What follows belongs to an exercise in optimizing a design on an open flow for small area; a production flow would make more cautious choices.
The RTL was checked by simulation tests, not by an equivalence proof against the original design.
Power and IR drop assume default switching activity.

--- flow/design.v ---
module uart_rx #(
    parameter CLOCKS_PER_PULSE = 4 ,  
              BITS_PER_WORD = 8,  
              W_OUT = 24  
) (
    input clk,rst_n,rx,
    output reg m_valid,
    output reg [W_OUT-1:0] m_data 
);
    localparam  IDLE    = 2'b00, 
                START   = 2'b01, 
                DATA    = 2'b10, 
                STOP    = 2'b11;
  	reg [1:0] state; 
    localparam NUM_WORDS = W_OUT / BITS_PER_WORD;
    reg[$clog2(CLOCKS_PER_PULSE)-1:0] c_clocks;
    reg[$clog2(BITS_PER_WORD)-1:0] c_bits;
    reg[$clog2(NUM_WORDS)-1:0] c_words;
    always @(posedge clk or negedge rst_n) begin
        if (!rst_n) begin
            {c_words,c_bits,c_clocks,m_valid,m_data} <= 1'b0;
            state <= IDLE;
        end else begin
            m_valid <= 0;
            case(state)
                IDLE: if(rx == 0)
                    state <= START;
                START: if(c_clocks == CLOCKS_PER_PULSE/2 - 1) begin
                        c_clocks <= 0;
                        state <= DATA;
                    end else begin
                        c_clocks <= c_clocks + 1;
                    end
              DATA:   if(c_clocks == CLOCKS_PER_PULSE-1)begin
                            c_clocks <= 0;
                            m_data <= {rx, m_data[W_OUT-1:1]};  
                            if(c_bits == BITS_PER_WORD-1) begin
                                c_bits <= 0;
                                state <= STOP;  
                                if(c_words == NUM_WORDS - 1) begin
                                    m_valid <= 1;  
                                    c_words <= 0;  
                                end else c_words <= c_words + 1;  
                            end else c_bits <= c_bits + 1;  
                        end else c_clocks <= c_clocks + 1;  
                STOP: if(c_clocks == CLOCKS_PER_PULSE - 1) begin
                        c_clocks <= 0;
                        state <= IDLE;  
                    end else c_clocks <= c_clocks + 1;
            endcase
        end
    end        
endmodule
module pwm_9ch (
    input  wire        clk,
    input  wire        rst_n,
    input  wire        rx_valid,
    input  wire [15:0] rx_data,
    output reg  [3:0]  pkt_count,
    output reg  [8:0]  pwm_out
);
    reg [15:0] counter;
    reg [15:0] pend;
    reg [15:0] duty [0:8];
    reg        f1, f2, upd;
    always @(posedge clk or negedge rst_n) begin
        if (!rst_n) begin
            counter   <= 16'd0;
            pkt_count <= 4'd0;
            f1        <= 1'b1;
            f2        <= 1'b1;
            upd       <= 1'b0;
        end else begin
            counter <= counter + 16'd1;
            upd     <= rx_valid;
            if (rx_valid) begin
                if (pkt_count == 4'd8) begin
                    pkt_count <= 4'd0;
                    f1        <= 1'b0;
                end else begin
                    pkt_count <= pkt_count + 4'd1;
                end
                if (!f1 && pkt_count == 4'd0)
                    f2 <= 1'b0;
            end
        end
    end
    always @(posedge clk)
        if (upd)
            pend <= rx_data;
    wire cnt_zero = (counter == 16'd0);
    wire lt_pend  = (counter < pend);
    genvar k;
    generate
        for (k = 0; k < 9; k = k + 1) begin : ch
            wire load = rx_valid && (pkt_count == ((k + 1) % 9));
            wire fix  = upd && (pkt_count == ((k + 2) % 9));
            wire zero;
            if (k == 8) begin : z8
                assign zero = f2;
            end else begin : zk
                assign zero = f1 && (pkt_count < (k + 2));
            end
            always @(posedge clk)
                if (load)
                    duty[k] <= pend;
            always @(posedge clk or negedge rst_n) begin
                if (!rst_n)
                    pwm_out[k] <= 1'b0;
                else if (fix)
                    pwm_out[k] <= !zero && lt_pend;
                else
                    pwm_out[k] <= !zero && (cnt_zero || pwm_out[k]) && (counter != duty[k]);
            end
        end
    endgenerate
endmodule
module sev_seg_decorder(
    input [3:0] digit,
    output reg [6:0] seg
);
    always @(*)begin
        case(digit)
           4'd0: seg  = 7'b1000000;  
            4'd1: seg  = 7'b1111001;  
            4'd2: seg  = 7'b0100100;  
            4'd3: seg  = 7'b0110000;  
            4'd4: seg  = 7'b0011001;  
            4'd5: seg  = 7'b0010010;  
            4'd6: seg  = 7'b0000010;  
            4'd7: seg  = 7'b1111000;  
            4'd8: seg  = 7'b0000000;  
            4'd9: seg  = 7'b0010000;  
            4'd10: seg = 7'b0001000;  
            4'd11: seg = 7'b0000011;  
            4'd12: seg = 7'b1000110;  
            4'd13: seg = 7'b0100001;  
            4'd14: seg = 7'b0000110;  
            4'd15: seg = 7'b0001110;  
            default: seg = 7'b0111111;  
        endcase 
        end
endmodule
module uart_pwm_top (
    input  wire       clk,
    input  wire       rst_n,
    input  wire       uart_rx,
    output wire [8:0] pwm_out,
    output wire [6:0] seg0,
    output wire [6:0] seg1,
    output wire [6:0] seg2,
    output wire [6:0] seg3,
    output wire [3:0] pkt_count
);
    wire        rx_valid;
    wire [15:0] rx_data;
    uart_rx #(.CLOCKS_PER_PULSE(434), .BITS_PER_WORD(8), .W_OUT(16)) uart_rx_inst (
        .clk(clk), .rst_n(rst_n), .rx(uart_rx),
        .m_data(rx_data), .m_valid(rx_valid)
    );
    pwm_9ch pwm_inst (
        .clk(clk), .rst_n(rst_n),
        .rx_valid(rx_valid), .rx_data(rx_data),
        .pkt_count(pkt_count), .pwm_out(pwm_out)
    );
    sev_seg_decorder seg_inst0 (.digit(rx_data[3:0]),   .seg(seg0));
    sev_seg_decorder seg_inst1 (.digit(rx_data[7:4]),   .seg(seg1));
    sev_seg_decorder seg_inst2 (.digit(rx_data[11:8]),  .seg(seg2));
    sev_seg_decorder seg_inst3 (.digit(rx_data[15:12]), .seg(seg3));
endmodule
--- flow/run.sh ---
#!/bin/bash
# synth_recipe.tcl (not shown) runs the flow's synth.tcl, then flattens the netlist and writes it again
# the make line also repeats each setting of config.mk as NAME=value (left out here)
make -C /OpenROAD-flow-scripts/flow DESIGN_CONFIG=/design/flow/config.mk WORK_HOME=/design/flow/orfs CLKGATE_MAP_FILE= SYNTH_SCRIPT=/design/flow/synth_recipe.tcl finish
--- flow/config.mk ---
export PLATFORM = sky130hd
export DESIGN_NAME = uart_pwm_top
export DESIGN_NICKNAME = uart_pwm_top
export VERILOG_FILES = /design/flow/design.v
export SDC_FILE = /design/flow/constraint.sdc
export NUM_CORES = 4
export LEC_CHECK = 0
export CAP_MARGIN = 20
export CORE_MARGIN = 2
export CORE_UTILIZATION = 40
export SLEW_MARGIN = 20
--- flow/constraint.sdc ---
create_clock -name core_clock -period 20.0 [get_ports {clk}]
set_input_delay 4.0000 -clock core_clock [delete_from_list [all_inputs] [get_ports {clk}]]
set_output_delay 4.0000 -clock core_clock [all_outputs]
set_load 0.01 [all_outputs]
==> results.json <==
{
  "tns_ps": 0,
  "antenna_found_initial": 0,
  "cts_num_sinks": 224,
  "synth.distinct_cells": 58,
  "fin_skew_ps": 17.31,
  "cpLargestDelayFamily": "buffers and inverters",
  "grt.total_usage_pct": 18.40,
  "hold_path_depth": 1,
  "final_cell_mix": "160 x edfxtp_1, 89 x xnor2_1, 72 x xor2_1",
  "setup_slack_ps": 13540,
  "async_reset_ff_share_pct": 28.57,
  "n_antenna_cell": 0,
  "critPathLaunchType": "flip-flop",
  "dp_cells": 1225,
  "peakVddDrop_v": 0.00004600,
  "timing.rr.start": "pwm_inst.counter[14]$_DFF_PN0_",
  "layout_commonest_cell": "edfxtp_1",
  "min_period_ps": 6457,
  "cts_setup_buffers": 0,
  "cts_tree": "built",
  "syn_area_per_cell_sq_um": 12.66,
  "ant_nets": 0,
  "viasPerCell": 5.288,
  "ctsHoldBuffers": 0,
  "worstPathRequired_ps": 16000,
  "dieArea_sq_um": 28670,
  "critPathCaptureType": "output port",
  "final_max_slew_viol_count": 0,
  "htreeDepth": 1,
  "post-route-period-util_pct": 32.29,
  "hold_viol": 0,
  "pre_cts_slack_ps": 14070,
  "ff2ff_setup_slack_ps": 17160,
  "reg2reg_to": "pwm_inst.pwm_out[8]$_DFF_PN0_",
  "rows": 60,
  "fp.dieH_um": 169.3,
  "rsz0062_at_grt": "no",
  "insertion_delay_ps": 520,
  "grt_pass1_vias": 6565,
  "arrival_ps": 2460,
  "hpwl_um": 16150,
  "syn_inst": 864,
  "routedWlPerCell_um": 20.39,
  "reg2reg_depth": 6,
  "cap_violations": 0,
  "clkTransAtPathRegs_ps": 60,
  "gp_congestion": 0.7704,
  "setup_viol": 0,
  "max_stage_delay_ps": 540,
  "cts_buffers": 24,
  "via_count": 6711,
  "critPathSlowestCell": "clkdlybuf4s50_1",
  "grt_pass1_wl_um": 39700,
  "syn-cell-area_sq_um": 10930,
  "status": "timing/DRC/antenna clean",
  "coreArea_sq_um": 26880,
  "ys_seq_area_share_pct": 58.61,
  "ys_ff_latch": 224,
  "worst-setup-path-type": "flip-flop to output port",
  "area_growth_pct": 15.05,
  "drt-total-wl_um": 25880,
  "synth_edf_count": 160,
  "final_cells": 1269,
  "slew_headroom_pct": 26.35,
  "p_leak_nw": 4.287,
  "ctsResizeCount": 0,
  "yosysWarnings": 4,
  "syn-num-nets": 921,
  "first_iter_violations": 529,
  "cts_buffer_depth": 3,
  "nets": 967,
  "grt.overflow.total": 0,
  "io_buffer_count": 43,
  "synthFlopType": "edfxtp_1",
  "max_freq_ghz": 0.1549,
  "hold_start": "uart_rx_inst.c_words$_DFFE_PN0P_",
  "tightest_slew_ps": 1105,
  "root_buffer": "clkbuf_16",
  "hold_end": "uart_rx_inst.c_words$_DFFE_PN0P_",
  "min_path_type": "flip-flop to flip-flop",
  "drive_above_1_share_pct": 6.789,
  "grt_max_degree": 65,
  "critical_path_buf_inv_count": 2,
  "powerDensity_nw_per_um2": 75.85,
  "post-route-drc-count": 0,
  "crit_path_cell_trace": "inv_1, ha_1, nor2b_1, or3b_1, o21ai_1, clkdlybuf4s50_1",
  "critPathMaxFanout": 7,
  "pin_count": 44,
  "initial_core_util_pct": 40.68,
  "die_width_um": 169.3,
  "firstDrtPassIters": 5
}
==> metal layers <==
layer	wire [um]	vias up	track usage, %	part of all wire [%]
met1	11720	3334	26.11	45
met3	1323	26	2.682	5.1
met2	12250	166	29.62	47
li1	-	3185	-	-
met5	0	-	0	0
met4	582	0	5.165	2.2
==> sequential cells by signal, indices dropped and copies added (netlist names) <==
name and cells:
pwm_inst.counter 16, pwm_inst.duty 144, pwm_inst.f1 1, pwm_inst.f2 1, pwm_inst.pend 16, pwm_inst.pkt_count 4
pwm_inst.pwm_out 9, pwm_inst.upd 1, uart_rx_inst.c_bits 3, uart_rx_inst.c_clocks 9, uart_rx_inst.c_words 1, uart_rx_inst.m_data 16
uart_rx_inst.m_valid 1, uart_rx_inst.state 2
==> final cells by class <==
| type | count | area [sq um] |
|---|---|---|
| clock inverters | 12 | 163.9 |
| multi-input cells | 556 | 4209 |
| repair buffers | 60 | 555.5 |
| well taps | 341 | 426.7 |
| inverters | 44 | 165.2 |
| flip-flops and latches | 224 | 6409 |
| clock buffers | 32 | 650.6 |
| fillers | 2389 | 14300 |
==> Yosys cell counts (all sizes together) (3+ instances only) <==
cell type / n / area [sq um]
dfrtp: 62 / 1551
mux2i: 17 / 170.2
xnor2: 89 / 779.5
inv: 42 / 157.7
nand2: 53 / 198.9
mux2: 5 / 56.30
a22o: 8 / 70.07
nand2b: 4 / 32.53
nor3: 6 / 35.03
xor2: 72 / 630.6
edfxtp: 160 / 4805
o21ai: 35 / 175.2
and2: 3 / 18.77
nor2: 34 / 127.6
mux4: 4 / 90.09
ha: 54 / 675.7
a31oi: 3 / 18.77
clkbuf: 22 / 82.58
nor4: 25 / 156.4
buf: 18 / 73.82
and3: 12 / 75.07
o31ai: 6 / 45.04
o211ai: 4 / 30.03
or3: 3 / 18.77
a21o: 4 / 30.03
o22ai: 11 / 68.82
nand4: 29 / 181.4
o32ai: 3 / 33.79
a21oi: 17 / 85.08
nor2b: 11 / 68.82
nand3: 20 / 100.1
==> cell families (layout without fill, tap and decap cells) <==
group / after synthesis / in the layout / share of synthesized area (%)
adders and majority gates: 54 / 54 / 6.179
and+or+nand+nor: 212 / 212 / 10.21
xor gates and xnor gates: 161 / 161 / 12.90
DFF: 224 / 224 / 58.61
muxes: 26 / 26 / 2.895
buffers and inverters: 84 / 148 / 2.941
AOI/OAI and AO/OA: 103 / 103 / 6.271
==> worst reg2reg max path, cell delays in order (launching register included) <==
cell     delay, ps
dfrtp_1        900
ha_1           410
a21oi_1        150
nand2_1         90
a21oi_1        140
or4b_1         710
o41ai_2        350
==> per-stage QoR <==
step                      utilization [%]  total power [W]  hold slack, ps  cell area, sq um
after global routing                46.81        0.0009821           498.4             12580
after floorplan                         -        0.0005021           409.6             10930
after global placement              43.78        0.0005056           452.3             11770
after CTS                           46.81        0.0009649           466.5             12580
after detailed placement            43.78        0.0005056           454.5             11770
final                               46.81        0.0009542           464.3             12580
==> report_power, final <==
group / switching [W] / internal, W / leakage [nW]
combinational: 0.00000287 / 0.000000293 / 2.07
clock: 0.000179 / 0.000280 / 0.394
sequential: 0 / 0.000493 / 1.82
==> worst max path at each step <==
stage                     cells past startpoint  slack [ps]       to                           startpoint
after detailed placement                      6       14070  seg0[0]   uart_rx_inst.m_data[1]$_DFFE_PN0P_
after floorplan                               4       14680  seg3[3]  uart_rx_inst.m_data[12]$_DFFE_PN0P_
after global routing                          6       13390  seg0[0]   uart_rx_inst.m_data[1]$_DFFE_PN0P_
final                                         6       13540  seg0[0]   uart_rx_inst.m_data[1]$_DFFE_PN0P_
after CTS                                     6       13510  seg0[0]   uart_rx_inst.m_data[1]$_DFFE_PN0P_
after global placement                        6       14120  seg0[0]   uart_rx_inst.m_data[1]$_DFFE_PN0P_

==> port drivers added, routing unchanged <==
No port has a modelled driver above. Below, the same layout with a new extraction and two added sets of constraints. Step 1 assumes that a clkbuf_16 drives the clock port and a buf_2 every other input. Step 2 also shifts input and output timing later by t, the mid clock arrival at the registers, as if the neighbouring blocks saw the same clock. a / b / c = ideal / step 1 / step 2; a / b = the first two.
shift t [ns]: 0.564
slack for setup (ns): 13.543 / 13.490 / 14.054
worst hold slack (ns): 0.464 / 0.464 / 0.464
worst setup path at the end: register to output
After both steps this run still meets setup and hold. For this run, drivers alone change the setup slack by -0.053 ns; drivers and shift together by +0.511 ns.
